This is an optimization exercise on Yosys and OpenROAD, whose aim is a short achievable clock period and few clock cycles, not a production implementation. Only simulation tests tie the RTL to the original design; equivalence was not proved.

==> zinc: inputs <==
Design bird, start of the top module:
module bird (
		input clk,
		input [15:0] data_in,
		output reg [15:0] data_out,
		output reg [15:0] address,
		output memwt,
		input rst
		);
reg sF;      
reg sIMM;    
reg sLDD;    
reg sSTW;    
reg sPUSH;   
reg sPOPR;   
reg sCALLW;  
reg sOFF;    
reg sRETR;   
reg sFIX;    
reg fix_ret;
reg [15:0] pc;
reg [15:0] rf [0:7];      
reg [15:0] r7p1;          
reg r7s;
reg zf;
reg as_pc;                
reg [15:0] aq;
reg [15:0] dq;
reg wt_q;
reg [7:0] rd_oh;          
reg exv;
reg [2:0] ex_f, ex_u;
reg [7:0] ex_rd_oh;
reg [15:0] opa, opb;      
localparam CN = 16;
reg [CN-1:0] c_v, c_call;
reg [15:0] c_a [0:CN-1];
reg [15:0] c_d [0:CN-1];
reg [15:0] c_d1 [0:CN-1];
wire [15:0] r7 = rf[7];
always @* begin
	address = as_pc ? pc : aq;
	data_out = dq;
end
assign memwt = wt_q;
wire [15:0] a = opa;
wire [15:0] b = opb;
reg [15:0] result;
reg zres;
always @* begin
	case (ex_f)
		3'h0: result = a + b;
		3'h1: result = a - b;
		3'h2: result = a & b;
		3'h3: result = a | b;
		3'h4: result = a ^ b;
		3'h7: case (ex_u)
			3'h0: result = {15'd0, b == 16'd0};
			3'h1: result = b;
			3'h2: result = b + 16'd1;
			3'h3: result = b - 16'd1;
			default: result = 16'h0000;
			endcase
		default: result = 16'h0000;
	endcase
	case (ex_f)
  ...
clock: 7.0 ns
lec_check: 0
abc_clock_period_in_ps: 3000
cap_margin: 20
core_margin: 2
core_utilization: 40
setup_slack_margin: 4
slew_margin: 20
run.sh (not shown) runs the stock make flow with config.mk's settings and CLKGATE_MAP_FILE= SYNTH_SCRIPT=/design/flow/synth_recipe.tcl, a recipe that flattens the netlist after the stock synthesis.
==> inputs of juniper, as changes to zinc <==
==> flow/design.v (replaced) <==
module bird (
		input clk,
		input [15:0] data_in,
		output reg [15:0] data_out,
		output reg [15:0] address,
		output memwt,
		input rst
		);
reg sF;      
reg sIMM;    
reg sLDD;    
reg sSTW;    
reg sPUSH;   
reg sPOPR;   
reg sCALLW;  
reg sOFF;    
reg sRETR;   
reg sFIX;    
reg fix_ret;
reg [15:0] pc;
reg [15:0] rf [0:7];      
reg [15:0] r7p1;          
reg r7s;
reg zf;
reg as_pc;                
reg [15:0] aq;
reg [15:0] dq;
reg wt_q;
reg [7:0] rd_oh;          
reg exv;
reg [7:0] ex_rd_oh;
reg [15:0] opa, opb;      
reg [15:0] opx, opy;      
reg cin;
reg s_arith, s_and, s_or, s_xor, s_mov, s_not;   
localparam CW = 3;
localparam CN = 1 << CW;
reg [CN-1:0] c_v, c_call;
reg [15:0] c_d [0:CN-1];
wire [15:0] r7 = rf[7];
always @* begin
	address = as_pc ? pc : aq;
	data_out = dq;
end
assign memwt = wt_q;
function [15:0] ksadd(input [15:0] x, input [15:0] y, input cin);
	reg [15:0] g, p, gn, pn;
	integer d, j;
	begin
		p = x ^ y;
		g = x & y;
		g[0] = g[0] | (p[0] & cin);
		for (d = 1; d < 16; d = d * 2) begin
			gn = g; pn = p;
			for (j = d; j < 16; j = j + 1) begin
				gn[j] = g[j] | (p[j] & g[j-d]);
				pn[j] = p[j] & p[j-d];
			end
			g = gn; p = pn;
		end
		ksadd = (x ^ y) ^ {g[14:0], cin};
	end
endfunction
wire [15:0] a = opa;
wire [15:0] b = opb;
wire [15:0] sum = ksadd(opx, opy, cin);
wire [15:0] result = ({16{s_arith}} & sum) | ({16{s_and}} & (a & b)) |
	({16{s_or}} & (a | b)) | ({16{s_xor}} & (a ^ b)) | ({16{s_mov}} & b) |
	{15'd0, s_not & (b == 16'd0)};
wire zres = s_arith ? ((opx ^ opy) == {opx[14:0] | opy[14:0], cin}) :
	s_and ? ((a & b) == 16'd0) :
	s_or ? ((a | b) == 16'd0) :
	s_xor ? (a == b) :
	s_mov ? (b == 16'd0) :
	s_not ? (b != 16'd0) : 1'b1;
wire zf_now = exv ? zres : zf;
wire [3:0] op = data_in[15:12];
wire isLDI = op == 4'd1;
wire isLD  = op == 4'd2;
wire isST  = op == 4'd3;
wire isJZ  = op == 4'd4;
wire isJMP = op == 4'd5;
wire isALU = op == 4'd7;
wire isPUSH = op == 4'd8;
wire isPOP = op == 4'd9;
wire isCALL = op == 4'd10;
wire isRET = op == 4'd11;
wire [2:0] d_rd = data_in[2:0];
wire [2:0] d_ra = data_in[5:3];
wire [2:0] d_rs = data_in[8:6];
wire [2:0] d_f = data_in[11:9];
wire [2:0] d_u = data_in[8:6];
wire [15:0] opa_n = (exv & ex_rd_oh[d_rs]) ? result : rf[d_rs];
wire [15:0] opb_n = (exv & ex_rd_oh[d_ra]) ? result : rf[d_ra];
wire [15:0] r7_n = (exv & ex_rd_oh[7]) ? result : r7;
wire [CW-1:0] cidx = r7p1[CW-1:0];
wire chit = c_v[cidx];
wire [15:0] cd = c_d[cidx];
wire ccall = c_call[cidx];
wire r7busy = r7s | (exv & ex_rd_oh[7]);
wire popok = sF & ~r7busy & chit & ~ccall;
wire retok = sF & ~r7busy & chit & ccall;
wire [15:0] pc1 = pc + 16'd1;
wire [15:0] pc2 = pc + 16'd2;
wire [15:0] r7p2 = r7p1 + 16'd1;
wire [15:0] jks = ksadd({4'd0, pc[11:0]}, {4'd0, data_in[11:0]}, 1'b0);
wire [12:0] jlo = jks[12:0];
wire [3:0] pch = pc[15:12];
wire [3:0] pch_p1 = pch + 4'd1;
wire [3:0] pch_m1 = pch - 4'd1;
wire [15:0] jtarget = {data_in[15] ? (jlo[12] ? pch : pch_m1) : (jlo[12] ? pch_p1 : pch), jlo[11:0]};
wire pop_fast = isPOP & popok;
wire ret_fast = isRET & retok;
wire stk_fast = pop_fast | ret_fast;
wire nIMM = sF & isLDI;
wire nLDD = sF & isLD;
wire nSTW = sF & isST;
wire nPUSH = sF & isPUSH;
wire nCALLW = sF & isCALL;
wire nOFF = sF & ((isJZ & zf_now) | isJMP) | sCALLW;
wire nFIX = sF & (isPOP | isRET) & r7busy;
wire nPOPR = sF & isPOP & ~r7busy & ~(chit & ~ccall) | sFIX & ~fix_ret;
wire nRETR = sF & isRET & ~r7busy & ~(chit & ccall) | sFIX & fix_ret;
wire nF = ~(nIMM | nLDD | nSTW | nPUSH | nCALLW | nOFF | nFIX | nPOPR | nRETR);
integer i;
always @(posedge clk) begin
	if (rst) begin
		{sF, sIMM, sLDD, sSTW, sPUSH, sPOPR, sCALLW, sOFF, sRETR, sFIX} <= 10'b1000000000;
		pc <= 16'd0;
		zf <= 1'b0;
		exv <= 1'b0;
		r7s <= 1'b1;
		as_pc <= 1'b1;
		wt_q <= 1'b0;
		c_v <= {CN{1'b0}};
	end else begin
		{sF, sIMM, sLDD, sSTW, sPUSH, sPOPR, sCALLW, sOFF, sRETR, sFIX} <=
			{nF, nIMM, nLDD, nSTW, nPUSH, nPOPR, nCALLW, nOFF, nRETR, nFIX};
		as_pc <= nF | nIMM | nOFF | nFIX;
		wt_q <= nSTW | nPUSH | nCALLW;
		if (sF)
			pc <= isJZ ? (zf_now ? pc1 : pc2) : ret_fast ? cd : pc1;
		else if (sIMM) pc <= pc1;
		else if (sOFF) pc <= jtarget;
		else if (sRETR) pc <= data_in;
		exv <= sF & isALU;
		if (exv) zf <= zres;
		if (stk_fast | sPOPR | sRETR) r7p1 <= r7p2;
		else if (sPUSH | sCALLW) r7p1 <= r7;
		else if (sFIX) r7p1 <= r7 + 16'd1;
		if (sPUSH | sCALLW | sFIX) r7s <= 1'b0;
		else if ((exv & ex_rd_oh[7]) | ((sIMM | sLDD | sPOPR) & rd_oh[7]) | (pop_fast & d_rd == 3'd7))
			r7s <= 1'b1;
		if ((exv & ex_rd_oh[7]) | ((sIMM | sLDD | sPOPR) & rd_oh[7]) | (pop_fast & d_rd == 3'd7))
			c_v <= {CN{1'b0}};
		else begin
			if (sPUSH | sCALLW) c_v[r7[CW-1:0]] <= 1'b1;
			if (stk_fast | sPOPR | sRETR) c_v[cidx] <= 1'b0;
			if (sSTW & (aq[15:CW] == r7p1[15:CW] | aq[15:CW] == r7p1[15:CW] + 1'b1))
				c_v[aq[CW-1:0]] <= 1'b0;
		end
	end
	if (sPUSH | sCALLW) begin
		c_call[r7[CW-1:0]] <= sCALLW;
		c_d[r7[CW-1:0]] <= sCALLW ? pc1 : dq;
	end
	if (sF) begin
		fix_ret <= isRET;
		rd_oh <= 8'd1 << d_rd;
	end
	dq <= isCALL ? pc1 : opa_n;
	aq <= sFIX ? r7 + 16'd1 : (isLD | isST) ? opb_n : (isPUSH | isCALL) ? r7_n : r7p1;
	begin
		ex_rd_oh <= 8'd1 << d_rd;
		opa <= opa_n;
		opb <= opb_n;
		opx <= (d_f == 3'd7) ? {16{d_u == 3'd3}} : opa_n;
		opy <= (d_f == 3'd1) ? ~opb_n : opb_n;
		cin <= (d_f == 3'd1) | (d_f == 3'd7 & d_u == 3'd2);
		s_arith <= (d_f == 3'd0) | (d_f == 3'd1) | (d_f == 3'd7 & (d_u == 3'd2 | d_u == 3'd3));
		s_and <= d_f == 3'd2;
		s_or <= d_f == 3'd3;
		s_xor <= d_f == 3'd4;
		s_mov <= d_f == 3'd7 & d_u == 3'd1;
		s_not <= d_f == 3'd7 & d_u == 3'd0;
	end
	for (i = 0; i < 8; i = i + 1) begin
		if (pop_fast & d_rd == i)
			rf[i] <= cd;
		else if (exv & ex_rd_oh[i])
			rf[i] <= result;
		else if ((sIMM | sLDD | sPOPR) & rd_oh[i])
			rf[i] <= data_in;
		else if (i == 7) begin
			if (stk_fast | sPOPR | sRETR) rf[7] <= r7p1;
			else if (sPUSH | sCALLW) rf[7] <= r7 - 16'd1;
		end
	end
end
endmodule
==> inputs of violet, as changes to zinc <==
==> flow/design.v (replaced) <==
module bird (
		input clk,
		input [15:0] data_in,
		output reg [15:0] data_out,
		output reg [15:0] address,
		output memwt,
		input rst
		);
reg sF;      
reg sIMM;    
reg sLDD;    
reg sSTW;    
reg sPUSH;   
reg sPOPR;   
reg sCALLW;  
reg sOFF;    
reg sRETR;   
reg sFIX;    
reg fix_ret;
reg [15:0] pc;
reg [127:0] rf;           
reg [15:0] r7p1;          
reg r7s;
reg zf;
reg as_pc;
reg [15:0] aq;            
reg [15:0] dq;            
reg wt_q;
reg [7:0] rd_oh;          
reg exv;
reg [2:0] ex_f, ex_u, ex_rd;
reg [7:0] ex_rd_oh;
reg [15:0] opa, opb;       
localparam CN = 16;
reg [CN-1:0] c_v, c_call;
reg [15:0] c_a [0:CN-1];
reg [15:0] c_d [0:CN-1];
reg [15:0] c_d1 [0:CN-1];
function [15:0] rsel(input [127:0] v, input [2:0] i);
	rsel = v[16*i +: 16];
endfunction
function [7:0] oh8(input [2:0] i);
	oh8 = 8'd1 << i;
endfunction
wire [15:0] r7 = rf[127:112];
always @* begin
	address = as_pc ? pc : aq;
	data_out = dq;
end
assign memwt = wt_q;
wire [15:0] a = opa;
wire [15:0] b = opb;
reg [15:0] result;
reg zres;
always @* begin
	case (ex_f)
		3'h0: result = a + b;
		3'h1: result = a - b;
		3'h2: result = a & b;
		3'h3: result = a | b;
		3'h4: result = a ^ b;
		3'h7: case (ex_u)
			3'h0: result = {15'd0, b == 16'd0};
			3'h1: result = b;
			3'h2: result = b + 16'd1;
			3'h3: result = b - 16'd1;
			default: result = 16'h0000;
			endcase
		default: result = 16'h0000;
	endcase
	case (ex_f)
		3'h0: zres = (a ^ b) == {a[14:0] | b[14:0], 1'b0};
		3'h1: zres = a == b;
		3'h2: zres = (a & b) == 16'd0;
		3'h3: zres = (a | b) == 16'd0;
		3'h4: zres = a == b;
		3'h7: case (ex_u)
			3'h0: zres = b != 16'd0;
			3'h1: zres = b == 16'd0;
			3'h2: zres = b == 16'hFFFF;
			3'h3: zres = b == 16'd1;
			default: zres = 1'b1;
			endcase
		default: zres = 1'b1;
	endcase
end
wire zf_now = exv ? zres : zf;
wire [15:0] opa_n = (exv & ex_rd == data_in[8:6]) ? result : rsel(rf, data_in[8:6]);
wire [15:0] opb_n = (exv & ex_rd == data_in[5:3]) ? result : rsel(rf, data_in[5:3]);
wire [15:0] r7_n = (exv & ex_rd_oh[7]) ? result : r7;
wire [3:0] op = data_in[15:12];
wire isLDI = op == 4'd1;
wire isLD  = op == 4'd2;
wire isST  = op == 4'd3;
wire isJZ  = op == 4'd4;
wire isJMP = op == 4'd5;
wire isALU = op == 4'd7;
wire isPUSH = op == 4'd8;
wire isPOP = op == 4'd9;
wire isCALL = op == 4'd10;
wire isRET = op == 4'd11;
wire [3:0] cidx = r7p1[3:0];
wire chit = c_v[cidx];
wire [15:0] cd = c_d[cidx];
wire [15:0] cd1 = c_d1[cidx];
wire ccall = c_call[cidx];
wire r7busy = r7s | (exv & ex_rd_oh[7]);
wire pop_fast = sF & isPOP & ~r7busy & chit & ~(exv & ex_rd == d_rd);
wire ret_fast = sF & isRET & ~r7busy & chit & ccall;
wire jz_skip = isJZ & ~zf_now;
wire [2:0] d_rd = data_in[2:0];
wire [2:0] d_ra = data_in[5:3];
wire [2:0] d_rs = data_in[8:6];
reg nF, nIMM, nLDD, nSTW, nPUSH, nPOPR, nCALLW, nOFF, nRETR, nFIX;
always @* begin
	{nF, nIMM, nLDD, nSTW, nPUSH, nPOPR, nCALLW, nOFF, nRETR, nFIX} = 10'd0;
	if (sF) begin
		if (isLDI) nIMM = 1;
		else if (isLD) nLDD = 1;
		else if (isST) nSTW = 1;
		else if (isJZ) begin
			if (zf_now) nOFF = 1; else nF = 1;
		end
		else if (isJMP) nOFF = 1;
		else if (isPUSH) nPUSH = 1;
		else if (isPOP) begin
			if (r7busy) nFIX = 1; else if (chit & ~(exv & ex_rd == d_rd)) nF = 1; else nPOPR = 1;
		end
		else if (isCALL) nCALLW = 1;
		else if (isRET) begin
			if (r7busy) nFIX = 1; else if (chit & ccall) nF = 1; else nRETR = 1;
		end
		else nF = 1;
	end
	else if (sFIX) begin
		if (fix_ret) nRETR = 1; else nPOPR = 1;
	end
	else if (sCALLW) nOFF = 1;
	else nF = 1;
end
integer i;
reg [15:0] wd;
always @(posedge clk) begin
	if (rst) begin
		{sF, sIMM, sLDD, sSTW, sPUSH, sPOPR, sCALLW, sOFF, sRETR, sFIX} <= 10'b1000000000;
		pc <= 16'd0;
		zf <= 1'b0;
		exv <= 1'b0;
		r7s <= 1'b1;
		as_pc <= 1'b1;
		wt_q <= 1'b0;
		c_v <= {CN{1'b0}};
	end else begin
		{sF, sIMM, sLDD, sSTW, sPUSH, sPOPR, sCALLW, sOFF, sRETR, sFIX} <=
			{nF, nIMM, nLDD, nSTW, nPUSH, nPOPR, nCALLW, nOFF, nRETR, nFIX};
		as_pc <= nF | nIMM | nOFF | nFIX;
		wt_q <= nSTW | nPUSH | nCALLW;
		if (sF) begin
			if (isJZ & ~zf_now) pc <= pc + 16'd2;
			else if (ret_fast) pc <= cd1;
			else pc <= pc + 16'd1;
		end
		else if (sIMM) pc <= pc + 16'd1;
		else if (sOFF) pc <= pc + data_in;
		else if (sRETR) pc <= data_in;
		exv <= sF & isALU;
		if (exv) zf <= zres;
		if (pop_fast | ret_fast | sPOPR | sRETR) r7p1 <= r7p1 + 16'd1;
		else if (sPUSH | sCALLW) r7p1 <= r7;
		else if (sFIX) r7p1 <= r7 + 16'd1;
		if (sPUSH | sCALLW | sFIX) r7s <= 1'b0;
		else if ((exv & ex_rd_oh[7] & ~pop_fast & ~ret_fast) |
		         ((sIMM | sLDD | sPOPR) & rd_oh[7]) | (pop_fast & d_rd == 3'd7))
			r7s <= 1'b1;
		if ((exv & ex_rd_oh[7]) | ((sIMM | sLDD | sPOPR) & rd_oh[7]) | (pop_fast & d_rd == 3'd7))
			c_v <= {CN{1'b0}};
		else begin
			if (sPUSH | sCALLW) c_v[r7[3:0]] <= 1'b1;
			if (pop_fast | ret_fast | sPOPR | sRETR) c_v[cidx] <= 1'b0;
			if (sSTW)
				for (i = 0; i < CN; i = i + 1)
					if (c_a[i] == aq) c_v[i] <= 1'b0;
		end
	end
	if (sPUSH | sCALLW) begin
		c_call[r7[3:0]] <= sCALLW;
		c_a[r7[3:0]] <= r7;
		c_d[r7[3:0]] <= dq;
		c_d1[r7[3:0]] <= pc + 16'd1;
	end
	if (sF) fix_ret <= isRET;
	if (sF) begin
		rd_oh <= oh8(d_rd);
		dq <= isCALL ? pc + 16'd1 : opa_n;
		if (isLD | isST) aq <= opb_n;
		else if (isPUSH | isCALL) aq <= r7_n;
		else aq <= r7p1;
	end
	else if (sFIX) aq <= r7 + 16'd1;
	if (sF & isALU) begin
		ex_f <= data_in[11:9];
		ex_u <= data_in[8:6];
		ex_rd <= d_rd;
		ex_rd_oh <= oh8(d_rd);
		opa <= opa_n;
		opb <= opb_n;
	end
	for (i = 0; i < 8; i = i + 1) begin
		if (exv & ex_rd_oh[i])
			rf[16*i +: 16] <= result;
		else if (pop_fast & d_rd == i)
			rf[16*i +: 16] <= cd;
		else if ((sIMM | sLDD | sPOPR) & rd_oh[i])
			rf[16*i +: 16] <= data_in;
		else if (i == 7) begin
			if (pop_fast | ret_fast | sPOPR | sRETR) rf[127:112] <= r7p1;
			else if (sPUSH | sCALLW) rf[127:112] <= r7 - 16'd1;
		end
	end
end
endmodule
==> results.txt <==
Synthesized area, highest first: zinc, violet, juniper.
Of juniper and zinc, zinc has the higher wire length (gap about 40%, measured against zinc).
Worst setup slack, lowest first: zinc, violet, juniper.
In juniper the count of clock-buffer cells in the layout is lower than in zinc, by 69.
Sequential share of layout area, lowest first: juniper, violet, zinc.
violet ran to the end with no violations. zinc passed the timing, DRC and antenna checks. juniper finished with timing, DRC and antenna clean.
Testbench counts of zinc, summed over its fixed seeds: cycles 82,373.
Testbench counts of juniper, summed over its fixed seeds: cycles 82,373.
Testbench counts of violet, summed over its fixed seeds: cycles 82,427.

## re-timing with driven ports
Ports are ideal in the flow. The routed layouts listed here were re-timed in OpenROAD.
Step 1: set_driving_cell puts a clkbuf_16 on clk and a buf_2 on each other input, an assumption about the parent block.
Step 2, shift: input delay + t, output delay - t, t = (earliest + latest rising clock arrival at the registers) / 2. This alone moves slack from input paths to output paths.
Slacks: ideal ports / drivers / drivers and shift; pairs: ideal ports / drivers.
run | shift t [ns] | slack for setup (ns) | pins driven straight from the clock port
zinc | 0.827 | 3.316 / 3.316 / 2.845 | 1
juniper | 0.703 | 3.627 / 3.627 / 3.044 | 1
violet | 0.814 | 3.511 / 3.511 / 2.883 | 1
After both steps setup and hold are still met in every run listed. The setup slack of violet, which loses most, moves by 0.000 ns with the drivers and by -0.628 ns with both steps.
